Background: an optimization exercise with open tools, aiming at small area, a short achievable clock period and few clock cycles. Do not read the settings as production practice.
The RTL was checked by simulation tests, not by an equivalence proof against the original design.
Power and IR drop assume default switching activity.

==> design.v <==
`timescale 1ns/10ps
module DT(
	input 			clk, 
	input			reset,
	output	reg		done ,
	output	reg		sti_rd ,
	output	reg 	[9:0]	sti_addr ,
	input		[15:0]	sti_di,
	output	reg		res_wr ,
	output	reg		res_rd ,
	output	reg 	[13:0]	res_addr ,
	output	reg 	[7:0]	res_do,
	input		[7:0]	res_di,
	output  reg fwpass_finish
	);
reg[3:0] current_state;
reg[3:0] next_state;
reg[3:0] counter;
reg[7:0] min;  
parameter INIT = 4'd0;
parameter READ_ROM_I = 4'd1;
parameter READ_ROM = 4'd2;
parameter FORWARD_R = 4'd3;
parameter FORWARD = 4'd4;
parameter FORWARD_W = 4'd5;
parameter FORWARD_FINISH = 4'd6;
parameter BACKWARD = 4'd7;
always@(posedge clk or negedge reset)
begin
	if(!reset) current_state <= INIT;
	else current_state <= next_state;
end 
always@(*)
begin
	case(current_state)
	INIT:
	begin
		next_state = READ_ROM_I;
	end
	READ_ROM_I:
	begin
		next_state = READ_ROM;
	end
	READ_ROM:
	begin
		if(counter == 4'd15) 
		begin 
			if(res_addr == 14'd16383) next_state = FORWARD_R;
			else next_state = READ_ROM_I; 
		end
        else next_state = READ_ROM;
	end
    FORWARD_R:
	begin
		if(res_addr == 14'd16254) next_state = FORWARD_FINISH;
        else if(res_di == 8'd1) next_state = FORWARD;
		else next_state = FORWARD_R;
	end
    FORWARD:
    begin
		if(counter == 14'd5) next_state = FORWARD_W;
        else next_state = FORWARD;
	end
    FORWARD_W:
    begin
		next_state = FORWARD_R;
	end
	FORWARD_FINISH:
	begin
		next_state = BACKWARD;
	end
	BACKWARD:
	begin
		next_state = BACKWARD;
	end
	default: next_state = INIT;
	endcase
end
always@(posedge clk or negedge reset)
begin 
	if(!reset)	sti_rd <= 1'd0;
	else if(next_state == READ_ROM_I) sti_rd <= 1'd1;
	else sti_rd <= 1'd0;
end
always@(posedge clk or negedge reset)
begin
	if(!reset) sti_addr <= 10'd0;
	else if(current_state == READ_ROM_I || current_state == FORWARD_R) sti_addr <= sti_addr + 1'd1;
	else sti_addr <= sti_addr;
end 
always@(posedge clk or negedge reset)
begin
	if(!reset) res_addr <= 14'd16383;
	else if(next_state == FORWARD_R && res_addr == 14'd16383) res_addr <= 14'd128;
	else if(next_state == READ_ROM ) res_addr <= res_addr + 1'd1;
	else if(next_state == FORWARD_R) res_addr <= res_addr + 1'd1;
    else if(next_state == FORWARD)
    begin
        case(counter)
        4'd0:res_addr <= res_addr - 14'd129;
        4'd1:res_addr <= res_addr + 14'd1;
        4'd2:res_addr <= res_addr + 14'd1;
        4'd3:res_addr <= res_addr + 14'd126;
        4'd4:res_addr <= res_addr + 14'd1;
		default: res_addr <= res_addr;
        endcase
    end
	else if(current_state == BACKWARD || current_state == FORWARD_FINISH ) 
	begin
		case(counter)
        4'd0:res_addr <= res_addr + 14'd129;
        4'd1:res_addr <= res_addr - 14'd1;
        4'd2:res_addr <= res_addr - 14'd1;
        4'd3:res_addr <= res_addr - 14'd126;
        4'd4:res_addr <= res_addr - 14'd1;
		4'd7:res_addr <= res_addr - 14'd1;
		default: res_addr <= res_addr;
        endcase
	end
	else res_addr <= res_addr;
end 
always@(posedge clk or negedge reset)
begin 
	if(!reset) counter <= 4'd15;
	else if(next_state == READ_ROM) counter <= counter - 1'd1;
	else if(next_state == READ_ROM_I) counter <= 4'd15;
    else if(next_state == FORWARD) counter <= counter + 1'd1;
	else if(next_state == BACKWARD && counter != 4'd7) counter <= counter + 1'd1;
	else counter <= 4'd0;
end
always@(posedge clk or negedge reset)
begin 
	if(!reset) res_rd <= 1'd0;
	else if(next_state == FORWARD_R || next_state == FORWARD || next_state == BACKWARD) res_rd <= 1'd1;
	else res_rd <= 1'd0;
end  
always@(posedge clk or negedge reset)
begin 
	if(!reset) res_wr <= 1'd0;
	else if(next_state == READ_ROM || next_state == FORWARD_W) res_wr <= 1'd1;
	else if(current_state == BACKWARD && counter == 4'd6) res_wr <= 1'd1;
	else res_wr <= 1'd0;
end
always@(posedge clk or negedge reset)
begin 
	if(!reset) res_do <= 8'd0;
	else if(next_state == READ_ROM || current_state == READ_ROM) res_do <= sti_di[counter];
	else if(next_state == FORWARD_W) res_do<= min + 8'd1;
	else if(next_state == BACKWARD) res_do <= min;
	else res_do <= 8'd0;
end
always@(posedge clk or negedge reset)
begin 
	if(!reset) min <= 8'd0;
	else if(current_state == FORWARD) 
    begin
        if(counter == 4'd1) min <= res_di;
        else if(res_di < min) min <= res_di;
    end
	else if(next_state == BACKWARD)
	begin 
		if(counter == 4'd1) min <= res_di + 1;
		else if(counter != 4'd5)
			begin
				if(res_di + 1 < min) min <= res_di + 1;
			end
		else 
			begin
				if(res_di < min) min <= res_di;
			end
	end
	else min <= 8'd0;
end
always@(posedge clk or negedge reset)
begin 
	if(!reset) fwpass_finish <= 1'd0;
	else if(next_state == FORWARD_FINISH) fwpass_finish <= 1'd1;
	else fwpass_finish <= 1'd0;
end
always@(posedge clk or negedge reset)
begin
	if(!reset) done <= 1'd0;
	else if(next_state == BACKWARD && res_addr == 14'd128) done <= 1'd1;
	else done <= 1'd0;
end
endmodule
==> run.sh <==
#!/bin/bash
# synth_recipe.tcl (not shown) runs the flow's synth.tcl, then flattens the netlist and writes it again
# the make line also repeats each setting of config.mk as NAME=value (left out here)
make -C /OpenROAD-flow-scripts/flow DESIGN_CONFIG=/design/flow/config.mk WORK_HOME=/design/flow/orfs CLKGATE_MAP_FILE= SYNTH_SCRIPT=/design/flow/synth_recipe.tcl finish
==> config.mk <==
export PLATFORM = sky130hd
export DESIGN_NAME = DT
export DESIGN_NICKNAME = DT
export VERILOG_FILES = /design/flow/design.v
export SDC_FILE = /design/flow/constraint.sdc
export NUM_CORES = 4
export LEC_CHECK = 0
export CAP_MARGIN = 20
export CORE_MARGIN = 2
export CORE_UTILIZATION = 40
export SLEW_MARGIN = 20
==> constraint.sdc <==
create_clock -name core_clock -period 5.0 [get_ports {clk}]
set_input_delay 1.0000 -clock core_clock [delete_from_list [all_inputs] [get_ports {clk}]]
set_output_delay 1.0000 -clock core_clock [all_outputs]
set_load 0.01 [all_outputs]
==> results.py <==
metrics = {
    "critical_path": {
        "worstPathRequired_ns": 5.20,
        "cp_max_fo": 14,
        "r2r-start": "counter[0]",
        "cp-start-kind": "flop",
        "critPathLaunch": "counter[0]",
        "critPathArrivalTime_ns": 4.65,
        "crit_path_end_kind": "flop",
        "crit_type": "reg2reg",
    },
    "cts": {
        "numCtsBuffers": 5,
        "cts_hold_buffers": 0,
        "cts.sinks": 52,
        "postCtsSetupBuffers": 0,
        "cts_resized": 0,
        "cts_tree": "built",
        "root_buffer": "clkbuf_16",
        "htreeDepth": 2,
        "cts_buffer_depth": 2,
        "clk_pin_slew_ns": 0.08,
        "clock_latency_ns": 0.30,
    },
    "power": {
        "leakage_uw": 0.00247,
        "irDropWorstVdd_mv": 0.118,
        "power_density_nw_per_um2": 134,
        "total_power_uw": 848,
    },
    "min_path": {
        "hp-start": "sti_addr[6]",
        "hp-class": "reg2reg",
    },
    "placement": {
        "place.gp.congestion": 0.902,
        "portBuffers": 62,
        "dp_slack_ns": 0.600,
        "dpl_cell_area_um2": 6180,
        "hpwl_mm": 12.0,
    },
    "yosys": {
        "avgSynthCellArea_um2": 8.01,
        "ys_top_cells_by_area": "dfrtp_1, ha_1, dfstp_2, o21ai_0, nand2_1",
        "ys_ff_latch": 52,
        "yosysSeqAreaShare_pct": 23.9,
        "yosysTopAreaCellShare_pct": 15.4,
        "yosys.area.top_type": "dfrtp_1",
        "synth_flop_cell": "dfrtp_1",
        "yosys.cell_types.count": 81,
        "synthesis.nets": 760,
        "synth_cells": 691,
        "synth_edf_count": 0,
        "synth_async_sr_flop_share_pct": 100,
        "yosys_warnings": 1,
        "synth_area_um2": 5530,
    },
    "cells_and_area": {
        "drive_above_1_share_pct": 8.66,
        "final_util_pct": 47.2,
        "nets": 784,
        "num_antenna_cells": 0,
        "syn_to_final_growth_pct": 14.2,
        "final_common_cell": "nand2_1",
        "final_cell_mix": "nand2_1, clkdlybuf4s50_1, nor2_1, o21ai_0, ha_1",
        "fillers": 1361,
        "design_area_um2": 6320,
    },
    "global_routing": {
        "grtUsageTotal_pct": 22.7,
        "grt_max_degree": 53,
        "antenna_found_initial": 0,
        "grt_pass1_vias": 4935,
        "overflow": 0,
        "grt_pass1_wl_mm": 26.7,
    },
    "run": {
        "drv_cap": 0,
    },
    "die": {
        "io_pins": 63,
        "die_x_um": 122,
        "die-area_um2": 14800,
        "rows": 42,
        "core-area_um2": 13400,
        "floorplan.initialDensity_pct": 41.3,
        "die_h_um": 122,
    },
    "outcome": {
        "status": "no timing/DRC/antenna violations",
    },
    "routing": {
        "drcViolationCount": 0,
        "viasPerCell": 6.22,
        "drt_first_iter_violations": 540,
        "routedWlPerCell_um": 18.6,
        "firstDrtPassIters": 5,
        "ant_nets": 0,
        "dr_total_vias": 5547,
        "wl_mm": 16.6,
    },
    "timing": {
        "fmax_mhz": 225,
        "worst_pin_slew_ns": 0.976,
        "period_share_pct": 89.1,
        "hold_viol": 0,
        "slew-limit-headroom_pct": 34.9,
        "period_needed_ns": 4.45,
        "setup_ws_ns": 0.547,
        "clock_skew_ns": 0.0137,
        "finalSetupViolCount": 0,
        "rsz0062_at_grt": "no",
        "drv_slew": 0,
        "fin_setup_tns_ns": 0,
    },
}
[worst max-delay path: stages (launching register included)]
cell      delay, ns
dfstp_2        0.72
inv_1          0.13
ha_1           0.25
nor3_1         0.31
or3_1          0.16
buf_4          0.21
nand2_1        0.42
ha_1           0.53
o21ai_0        0.12
o21ai_0        0.38
a31oi_1        0.18
and2_1         0.20
xor2_1         0.15
a211oi_1       0.25
a221oi_1       0.08
o21ai_0        0.27
[sequential cells by signal (all words and copies together) (netlist names)]
signal	flops
counter	4
res_rd	1
current_state	3
res_do	8
res_wr	1
sti_addr	10
sti_rd	1
res_addr	14
min	8
fwpass_finish	1
done	1
[per-stage QoR]
step | hold WS (ns) | instances
floorplan | 0.494 | 691
detailed placement | 0.481 | 884
CTS | 0.493 | 892
global placement | 0.461 | 884
finish | 0.487 | 892
global route | 0.520 | 892
[synth_stat cells (all sizes together) (7+ instances only)]
library cell / instances
nand2: 70
o21ai: 57
nor2: 55
ha: 42
a21oi: 39
dfrtp: 34
xnor2: 27
buf: 26
nand3: 26
nor3: 26
clkbuf: 25
inv: 25
dfstp: 18
xor2: 18
a221oi: 12
a31oi: 12
o211ai: 11
and3: 9
nand4: 9
nor4: 9
or3: 9
a22oi: 8
and2: 8
nor2b: 8
o22ai: 8
a211oi: 7
a21o: 7
[power breakdown]
part           switching (µW)  total, µW  internal (µW)
clock                     163        350            187
sequential              0.130        422            422
combinational            38.7       75.7           37.0
[cell type report]
class / count / area, µm² / area share (%)
Clock buffer: 6 / 129 / 2.04
Clock inverter: 2 / 13.8 / 0.218
Inverter: 25 / 93.8 / 1.48
Sequential cell: 52 / 1320 / 20.9
Tap cell: 176 / 220 / 3.48
Timing Repair Buffer: 68 / 661 / 10.5
Multi-Input combinational cell: 563 / 3880 / 61.4
[worst paths after layout]
check / endpoint / slack (ns) / depth (start not counted)
max in group asynchronous: min[4] / 3.70 / 2
min in group asynchronous: done / 0.83 / 2
worst max-delay path: res_addr[11] / 0.55 / 15
worst min register to register: sti_addr[6] / 0.49 / 1
worst min-delay path: sti_addr[6] / 0.49 / 1
worst max register to register: res_addr[11] / 0.55 / 15
[kinds of logic (layout without fill, tap and decap cells)]
family / after synthesis / in the layout / share of synthesized area [%]
simple gates: 247 / 247 / 22.0
xor+xnor: 45 / 45 / 7.12
flops: 52 / 52 / 23.9
mux: 11 / 11 / 3.14
compound gates: 217 / 217 / 27.8
fa+ha+maj: 43 / 43 / 9.86
buf+inv: 76 / 101 / 6.17
[metal layers]
| metal | GRT usage (%) | vias up | wire (µm) |
|---|---|---|---|
| li1 | - | 2635 | - |
| met1 | 34.0 | 2669 | 8020 |
| met2 | 35.0 | 230 | 7300 |
| met3 | 3.23 | 13 | 1140 |
| met4 | 3.95 | 0 | 125 |
| met5 | 0 | - | 0 |
Testbench counts, summed over its fixed seeds: cycles 3,540,294.

-- afterwards: timing with drivers on the ports --
The results above use ideal ports. As a check the final layout listed here was re-extracted and re-timed, cells and wires unchanged.
Step 1 sets driving cells, clkbuf_16 on the clock port and buf_2 on the other inputs (assumed; they add their load-dependent delay and slew).
Step 2 also shifts input and output timing later by t, the mid clock arrival at the registers, as if the neighbouring blocks saw the same clock.
Three values: no drivers, after step 1, after step 2; two values: the first two.
t, ns: 0.332
setup slack, ns: 0.547 / 0.547 / 0.547
worst hold slack (ns): 0.487 / 0.487 / 0.487
After both steps this run still meets setup and hold. The setup slack of this run moves by 0.000 ns with the drivers and by 0.000 ns with both steps.
